From an optimization exercise on the open Yosys and OpenROAD flow, aimed at small area; shortcuts taken in it are not production practice.
The RTL was checked by simulation tests, not by an equivalence proof against the original design.
No activity file was given, so power comes from the tool's default toggle rates.

==> flow/design.v (excerpt) <==
module MIPS_TopModule
(
input  wire			CLK_Top,
input  wire			RST_Top,
output wire [31:0]	imem_addr_Top,
input  wire [31:0]	imem_rdata_Top,
output wire [31:0]	dmem_addr_Top,
output wire [31:0]	dmem_wdata_Top,
output wire			dmem_we_Top,
input  wire [31:0]	dmem_rdata_Top
);
Settings: LEC_CHECK=0, CAP_MARGIN=20, CORE_MARGIN=2, CORE_UTILIZATION=50, SLEW_MARGIN=20, SYNTH_HIERARCHICAL=1; clock period 20.0 ns.
standard.sh (not shown) runs the stock make flow with config.mk's settings and CLKGATE_MAP_FILE= SYNTH_SCRIPT=/design/flow/synth_recipe.tcl, a recipe that flattens the netlist after the stock synthesis.
==> flow/flow/run.sh <==
#!/bin/bash
# Own layout flow: the standard ORFS flow (standard.sh, with its synthesis
# unchanged) with three ORFS settings changed:
#  - each port gets a sky130_fd_sc_hd__buf_1 buffer (instead of the
#    resizer's default pick, clkdlybuf4s50_1);
#  - clock tree: no dummy loads, clkbuf_4 buffers, leaf clusters of at most
#    8 flip-flops within 40 um;
#  - power recovery (downsizing gates that have slack) after global routing.
# The full make output goes to standard.log here; ORFS's per-step logs are
# under orfs/logs.
set -euo pipefail
bash standard.sh \
  "BUFFER_PORTS_ARGS=-buffer_cell sky130_fd_sc_hd__buf_1" \
  "CTS_ARGS=-sink_clustering_enable -repair_clock_nets -dont_use_dummy_load -buf_list sky130_fd_sc_hd__clkbuf_4 -sink_clustering_size 8 -sink_clustering_max_diameter 40" \
  RECOVER_POWER=100 \
  finish > standard.log 2>&1
The starting point completed, yet does not pass: capacitance limit, slew limit.
Rerun with:
==> flow/flow/run.sh (replaced) <==
#!/bin/bash
# Own layout flow: the standard ORFS flow (standard.sh, with its synthesis
# unchanged) with two ORFS settings changed:
#  - each port gets a sky130_fd_sc_hd__buf_1 buffer (instead of the
#    resizer's default pick, clkdlybuf4s50_1);
#  - clock tree: no dummy loads, clkbuf_4 buffers, leaf clusters of at most
#    8 flip-flops within 40 um.
# The full make output goes to standard.log here; ORFS's per-step logs are
# under orfs/logs.
set -euo pipefail
bash standard.sh \
  "BUFFER_PORTS_ARGS=-buffer_cell sky130_fd_sc_hd__buf_1" \
  "CTS_ARGS=-sink_clustering_enable -repair_clock_nets -dont_use_dummy_load -buf_list sky130_fd_sc_hd__clkbuf_4 -sink_clustering_size 8 -sink_clustering_max_diameter 40" \
  finish > standard.log 2>&1
- CORE_UTILIZATION: 50 -> 60
Now the flow completed without violations.
Worst hold slack is worse by 0.0041 ns.
Utilization increases by 10 points.
Register-to-register slack gets better by 0.35 ns.
Via count rose by about 0.9%.

---

## the reference run
MIPS_TopModule again, from the RTL that the note above started with.
Settings: LEC_CHECK=0, CAP_MARGIN=20, CORE_MARGIN=2, CORE_UTILIZATION=50, CTS_BUF_LIST=sky130_fd_sc_hd__clkbuf_4, CTS_CLUSTER_DIAMETER=40, CTS_CLUSTER_SIZE=8, SLEW_MARGIN=20, SYNTH_HIERARCHICAL=1; clock period 20.0 ns.
run.sh (not shown) runs the stock make flow with config.mk's settings and CLKGATE_MAP_FILE= SYNTH_SCRIPT=/design/flow/synth_recipe.tcl, a recipe that flattens the netlist after the stock synthesis.
Stock flow here: none of the scripts above is used.
[inputs] the trial run vs the reference run
Settings: clearing CTS_CLUSTER_SIZE, which used to be 8; clearing CTS_BUF_LIST, which used to be sky130_fd_sc_hd__clkbuf_4; clearing CTS_CLUSTER_DIAMETER, which used to be 40.
==> flow/flow/run.sh (new file) <==
#!/bin/bash
# Own layout flow: the standard ORFS flow (standard.sh, with its synthesis
# unchanged) with two ORFS settings changed:
#  - each port gets a sky130_fd_sc_hd__buf_1 buffer (instead of the
#    resizer's default pick, clkdlybuf4s50_1);
#  - clock tree: no dummy loads, clkbuf_4 buffers, leaf clusters of at most
#    8 flip-flops within 40 um.
# The full make output goes to standard.log here; ORFS's per-step logs are
# under orfs/logs.
set -euo pipefail
bash standard.sh \
  "BUFFER_PORTS_ARGS=-buffer_cell sky130_fd_sc_hd__buf_1" \
  "CTS_ARGS=-sink_clustering_enable -repair_clock_nets -dont_use_dummy_load -buf_list sky130_fd_sc_hd__clkbuf_4 -sink_clustering_size 8 -sink_clustering_max_diameter 40" \
  finish > standard.log 2>&1
==> flow/standard.sh (new file) <==
#!/bin/bash
# synth_recipe.tcl (not shown) runs the flow's synth.tcl, then flattens the netlist and writes it again
# the make line also repeats each setting of config.mk as NAME=value (left out here)
make -C /OpenROAD-flow-scripts/flow DESIGN_CONFIG=/design/flow/config.mk WORK_HOME=/design/flow/orfs CLKGATE_MAP_FILE= SYNTH_SCRIPT=/design/flow/synth_recipe.tcl "${@:-finish}"
removed: flow/run.sh
[summary]
Compared with the reference run, the trial run shows a met1 global-route usage that is 0.58 points lower. Of the two values seen for critical path launch point, imem_rdata_Top[22] was produced by the reference run and imem_rdata_Top[17] by the trial run. Measured against each other, the trial run and the reference run differ in core utilization, the lower figure coming from the trial run. Delta (the trial run minus the reference run): power decreased 9.3%; part of the power in combinational logic essentially unchanged; largest net degree at the start of global routing essentially unchanged. Between the trial run and the reference run, relative area change from synthesis to final layout is higher for the reference run, the trial run comes in under that. The worst slack on hold paths was comparable across the trial run and the reference run. Higher endpoint arrival time on the critical path goes to the reference run over the trial run. Comparing the trial run and the reference run, max-slew headroom at the worst pin is higher on the trial run. Number of non-filler instances in the completed layout | the trial run below the reference run. Slew of the pin with the lowest slew margin was lower in the trial run than in the reference run.

==> re-timing with driven ports <==
No port has a modelled driver above. Below, the same layouts with a new extraction and two added sets of constraints. Step 1 sets driving cells, clkbuf_16 on the clock port and buf_2 on the other inputs (assumed; they add their load-dependent delay and slew). Step 2 adds t to the input delays and takes it off the output delays; t is the mean of the earliest and latest rising clock arrival at the registers after step 1. Input paths then give back, and output paths get back, about the clock's delay inside the block. a / b / c = ideal / step 1 / step 2; a / b = the first two.
run	t (ns)	slack for setup (ns)	worst setup path after step 2	clock arrival spread, ns	worst slew at a driven data input, ns
the first run of note 1	1.258	0.504 / 0.477 / 0.477	input to output	0.153 / 0.153	0.07
the second run of note 1	1.175	1.561 / 1.510 / 1.510	input to output	0.148 / 0.147	0.09
the reference run	1.256	0.981 / 0.955 / 0.955	input to output	0.107 / 0.107	0.07
the trial run	1.262	1.170 / 1.135 / 1.135	input to output	0.153 / 0.152	0.06
For the second run of note 1, which loses most, drivers alone change the setup slack by -0.051 ns; drivers and shift together by -0.051 ns.
